What follows belongs to an exercise in optimizing a design on an open flow for small area, a short achievable clock period and few clock cycles; a production flow would make more cautious choices. In this exercise RTL edits were held to simulation tests only and were not proved equivalent to the original.

==> flow/design.v (outline; a module is shown in full before it is edited, if it fits) <==
// module FA: 10 lines
// module csa: 21 lines
// module counter: 22 lines
// module booth_encoder: 44 lines
// module multiplicand_reg: 18 lines
// module multiplier_shift_reg: 27 lines
// module pp_carry_shift_reg: 28 lines
// module pp_gen: 48 lines
// module mul_datapath: 3190 lines
module mul_datapath (
    input  logic clk,
    input  logic rst_n,
    input  logic start,
    input  logic signed [51:0] multiplicand_i,
    input  logic signed [51:0] multiplier_i,
    output logic signed [103:0] product_o,
    output logic signed [51:0] product_rounded_o,
    output logic done
);
  // ...
==> flow/flow/run.sh <==
#!/bin/bash
# The standard layout, with plain buffers (buf_4) on the ports instead of the
# delay cells buffer_ports picks by default.
set -euo pipefail
export BUFFER_PORTS_ARGS="-buffer_cell sky130_fd_sc_hd__buf_4"
bash standard.sh finish > standard_flow.log 2>&1
==> flow/standard.sh <==
#!/bin/bash
# synth_recipe.tcl (not shown) runs the flow's synth.tcl, then flattens the netlist and writes it again
# the make line also repeats each setting of config.mk as NAME=value (left out here)
make -C /OpenROAD-flow-scripts/flow DESIGN_CONFIG=/design/flow/config.mk WORK_HOME=/design/flow/orfs CLKGATE_MAP_FILE= SYNTH_SCRIPT=/design/flow/synth_recipe.tcl "${@:-finish}"
==> flow/config.mk <==
export PLATFORM = sky130hd
export DESIGN_NAME = mul_datapath
export DESIGN_NICKNAME = mul_datapath
export VERILOG_FILES = /design/flow/design.v
export SDC_FILE = /design/flow/constraint.sdc
export NUM_CORES = 4
export LEC_CHECK = 0
export ABC_AREA = 1
export CAP_MARGIN = 20
export CORE_MARGIN = 2
export CORE_UTILIZATION = 40
export SETUP_SLACK_MARGIN = 3
export SLEW_MARGIN = 20
export SYNTH_HIERARCHICAL = 1
export SYNTH_MINIMUM_KEEP_SIZE = 0
==> flow/constraint.sdc <==
create_clock -name core_clock -period 8.0 [get_ports {clk}]
set_input_delay 1.6000 -clock core_clock [delete_from_list [all_inputs] [get_ports {clk}]]
set_output_delay 1.6000 -clock core_clock [all_outputs]
set_load 0.01 [all_outputs]
==> flow_metrics.tcl, run 1 <==
set metrics [dict create \
    postSynthRegisterBits 302 \
    clk_pin_slew_ns 0.06 \
    multi_input_area_share_pct 73.99 \
    hold_path.class "in2async" \
    coreArea_mm2 0.1654 \
    layout_common_cells "xor2_1 (1350), o22ai_1 (1197), fa_1 (1011)" \
    grtUsageTotal_pct 41.21 \
    met2_usage_pct 58.26 \
    synth-compound-area-share_pct 14.23 \
    finalMaxSlewViolations 0 \
    syn_avg_cell_area_um2 8.739 \
    ys_seq_area_share_pct 9.069 \
    path_cells "buf_4 -> inv_2 -> buf_4 -> o22ai_1 -> xor2_1 -> fa_1 -> fa_1 -> fa_1 -> fa_2 -> fa_2" \
    area_growth_pct 23.70 \
    cts-root-buf "clkbuf_16" \
    dp_slack_ns 1.435 \
    crit_start "multiplicand_i[6]" \
    cts_hold_buf 0 \
    cts_setup_buffers 149 \
    ys_types 41 \
    wl_um 366000 \
    place_congestion 1.026 \
    yosysTopAreaCellShare_pct 36.19 \
    cp_num_cells 10 \
    crit_type "in2reg" \
    routed-via-count 65350 \
    nFlopsAndLatches 302 \
    inv_count 703 \
    ios 264 \
    grt.busiest_layer "met2" \
    synthFlopType "dfxtp_1" \
    setup_ws_ns 2.754 \
    status "timing/DRC/antenna clean" \
    largest_register_ffs 301 \
    use_met1_pct 50.21 \
    cpMostUsedCell "fa_1" \
]
Testbench counts, summed over its fixed seeds: cycles 1,608.
==> run 2, diff against run 1 <==
--- a/flow/config.mk
+++ b/flow/config.mk
@@ -10,5 +10,5 @@
 export CORE_MARGIN = 2
 export CORE_UTILIZATION = 40
-export SETUP_SLACK_MARGIN = 3
+export SETUP_SLACK_MARGIN = 4
 export SLEW_MARGIN = 20
 export SYNTH_HIERARCHICAL = 1
==> flow_metrics.tcl, run 2 <==
set metrics [dict create \
    synth_area_leaders "fa_1 (36%), xor2_1 (18%), o22ai_1 (12%)" \
    die_h_um 412.4 \
    layout_common_cells "xor2_1 (1235), o22ai_1 (1017), fa_1 (648)" \
    htreeDepth 2 \
    ys_seq_area_share_pct 9.069 \
    arrival_ns 3.55 \
    status "timing/DRC/antenna clean" \
    grt_pass1_wl_um 517100 \
    coreArea_mm2 0.1654 \
    yosys-top-cells-count "xor2_1 (1401), o22ai_1 (1325), fa_1 (1206)" \
    fmax_mhz 194.3 \
    vias_per_cell 6.494 \
    synthFlopType "dfxtp_1" \
    dp.cells 9584 \
    drive_gt1_share_pct 43.00 \
    worst_pin_slew_ns 1.270 \
    cts_sinks 302 \
    numPortBuffers 211 \
    syn_area_mm2 0.06672 \
    area.sequential_mm2 0.006132 \
    overflow 0 \
    antenna_found_initial 14 \
    grt_max_degree 54 \
    ios 264 \
    hold_path.class "in2async" \
    setup_violations 0 \
    finalSetupTns_ns 0 \
    wl_per_cell_um 36.91 \
    drc 0 \
    cp-start-kind "flip-flop" \
    finalMaxSlewViolations 0 \
    async_flop_share_pct 0.3311 \
    postSynthRegisterBits 302 \
    fin_crit_sh_pct 64.32 \
    clockBufferDepth 3 \
    synth_cells 7635 \
    clk_pin_slew_ns 0.06 \
    hold_viol 0 \
    multiInputGateArea_mm2 0.06744 \
    yosysTopAreaCellShare_pct 36.19 \
    hpwl_um 252800 \
    final_net_count 9518 \
    synth_edf_count 0 \
    min_period_ns 5.146 \
    ys_types 41 \
    crit_type "reg2out" \
    wl_um 378400 \
    fp.dieW_um 412.4 \
    die_area_mm2 0.1701 \
    drtIter0Drc 9961 \
    antenna_left 0 \
    maxCapViolCount 0 \
    largest-register "cut_q" \
    cts-root-buf "clkbuf_16" \
    stdcell_count 10250 \
    n_fill_cell 13910 \
    place_congestion 1.012 \
    cp-end-kind "output port" \
    grtUsageTotal_pct 43.23 \
    largest_register_ffs 301 \
    final_common_cell "xor2_1" \
    firstDrtPassIters 10 \
    critPathMaxFanout 4 \
    slew-limit-headroom_pct 15.04 \
    yosysTopAreaCell "fa_1" \
    numCtsBuffers 43 \
    num_rows 149 \
    cts_tree "yes" \
    start_util_pct 40.35 \
    area_growth_pct 39.40 \
    required_ns 6.40 \
    largestRegisters "cut_q (301), done_q (1)" \
    routed-via-count 66590 \
    grt_pass1_vias 67420 \
    yosysMostFrequentCell "xor2_1" \
    rsz0062_at_grt "yes" \
    cts_hold_buf 0 \
    syn_avg_cell_area_um2 8.739 \
    ys_warn_count 7 \
]
-- run 2: changes by cell type in the layout (fill, tap and decap cells not counted), moves of 80 or more --
cell / delta
fa_1: -363
fa_2: +363
nand2_1: -219
o22ai_1: -180
buf_6: +146
xor2_1: -115
nand2_4: +111
o22ai_2: +100
inv_1: -99
xor2_2: +97
nand2_2: +89
inv_2: +83
buf_12: +80
o22ai_4: +80
-- run 2: area by class of cell --
class / count / area share (%)
tap: 2189 / 2.945
clock inverter: 25 / 0.3417
timing repair inverter: 17 / 0.2314
antenna: 18 / 0.04843
multi-input combinational: 5980 / 72.51
clock buffer: 52 / 1.236
inverter: 691 / 3.538
sequential: 302 / 6.593
timing repair buffer: 980 / 12.56
-- run 2: layer usage --
metal	track usage, %	vias up	part of all wire (%)
li1	-	25680	-
met2	61.83	5952	41
met3	20.01	1778	16
met1	51.90	33160	35
met4	28.29	20	8.8
met5	0.3392	-	0.12
-- run 2: logic make-up after synthesis --
| logic type | after synthesis | synth area share [%] |
|---|---|---|
| AO/OA/AOI/OAI | 1539 | 14.23 |
| buffers and inverters | 1422 | 8.643 |
| flip-flops | 302 | 9.069 |
| XOR/XNOR | 1414 | 18.56 |
| AND/OR/NAND/NOR | 1561 | 9.740 |
| other | 1 | 0.005620 |
| adder cells (fa/ha/maj) | 1396 | 39.75 |
-- run 2: stage by stage --
step / setup WS (ns) / instance area (um^2) / hold WS, ns / util, %
finish: 2.854 / 93010 / 0.7260 / 56.25
global route: 2.830 / 92970 / 0.7143 / 56.22
CTS: 2.976 / 87680 / 0.7027 / 53.02
detailed placement: 1.444 / 72050 / 1.379 / 43.57
global placement: 1.459 / 72020 / 1.377 / 43.55
floorplan: 2.655 / 70380 / 1.304 / -
-- run 2: worst max path at each step --
stage                          start            end  slack (ns)  depth (start not counted)
floorplan           multiplier_i[13]     cut_q[150]        2.66                         13
global placement    multiplier_i[25]     cut_q[156]        1.46                         12
detailed placement  multiplier_i[25]     cut_q[156]        1.44                         12
CTS                 multiplier_i[13]     cut_q[168]        2.98                         14
global route              cut_q[146]  product_o[52]        2.83                         12
finish                    cut_q[146]  product_o[52]        2.85                         12
-- run 2: critical path, cell delays in order (launching register included) --
cell,delay [ns]
dfxtp_4,0.36
fa_2,0.62
ha_4,0.41
nand2_4,0.09
buf_12,0.13
nor2_4,0.15
buf_12,0.13
nand2_8,0.07
nor2_4,0.14
and3_4,0.22
a21oi_2,0.07
xnor2_2,0.27
buf_4,0.18
-- run 2: Yosys stat by module, one instance, submodules excluded --
module | flops+latches | area [um^2]
FA | 0 | 20.02
mul_datapath | 302 | 42580
-- run 2: timing repair --
item | CTS | global route
pin swaps | 651 | 658
gates cloned | 51 | 10
resized for setup | 2358 | 889
setup buffers | 388 | 126
endpoints found under the hold margin | 0 | 0
setup endpoints to repair | 356 | 331

-- separate check: timing with driven ports --
In the flow no input, the clock included, has a driving cell. The finished layouts below were timed again as built, in two steps.
Step 1 sets driving cells, clkbuf_16 on the clock port and buf_2 on the other inputs (assumed; they add their load-dependent delay and slew).
Step 2 moves the port delays by t, midway between the first and last clock arrival at a register: inputs arrive t later, outputs are due t later. That takes back most of the time a late clock gives input paths.
a / b / c = ideal / step 1 / step 2; a / b = the first two.
run	shift t [ns]	slack for setup (ns)	slew at the worst register clock pin (ns)
run 1	0.737	2.754 / 2.603 / 1.866	0.07 / 0.07
run 2	0.754	2.854 / 2.762 / 2.007	0.08 / 0.08
After both steps setup and hold are still met in every run listed. For run 1, which loses most, drivers alone change the setup slack by -0.151 ns; drivers and shift together by -0.888 ns.
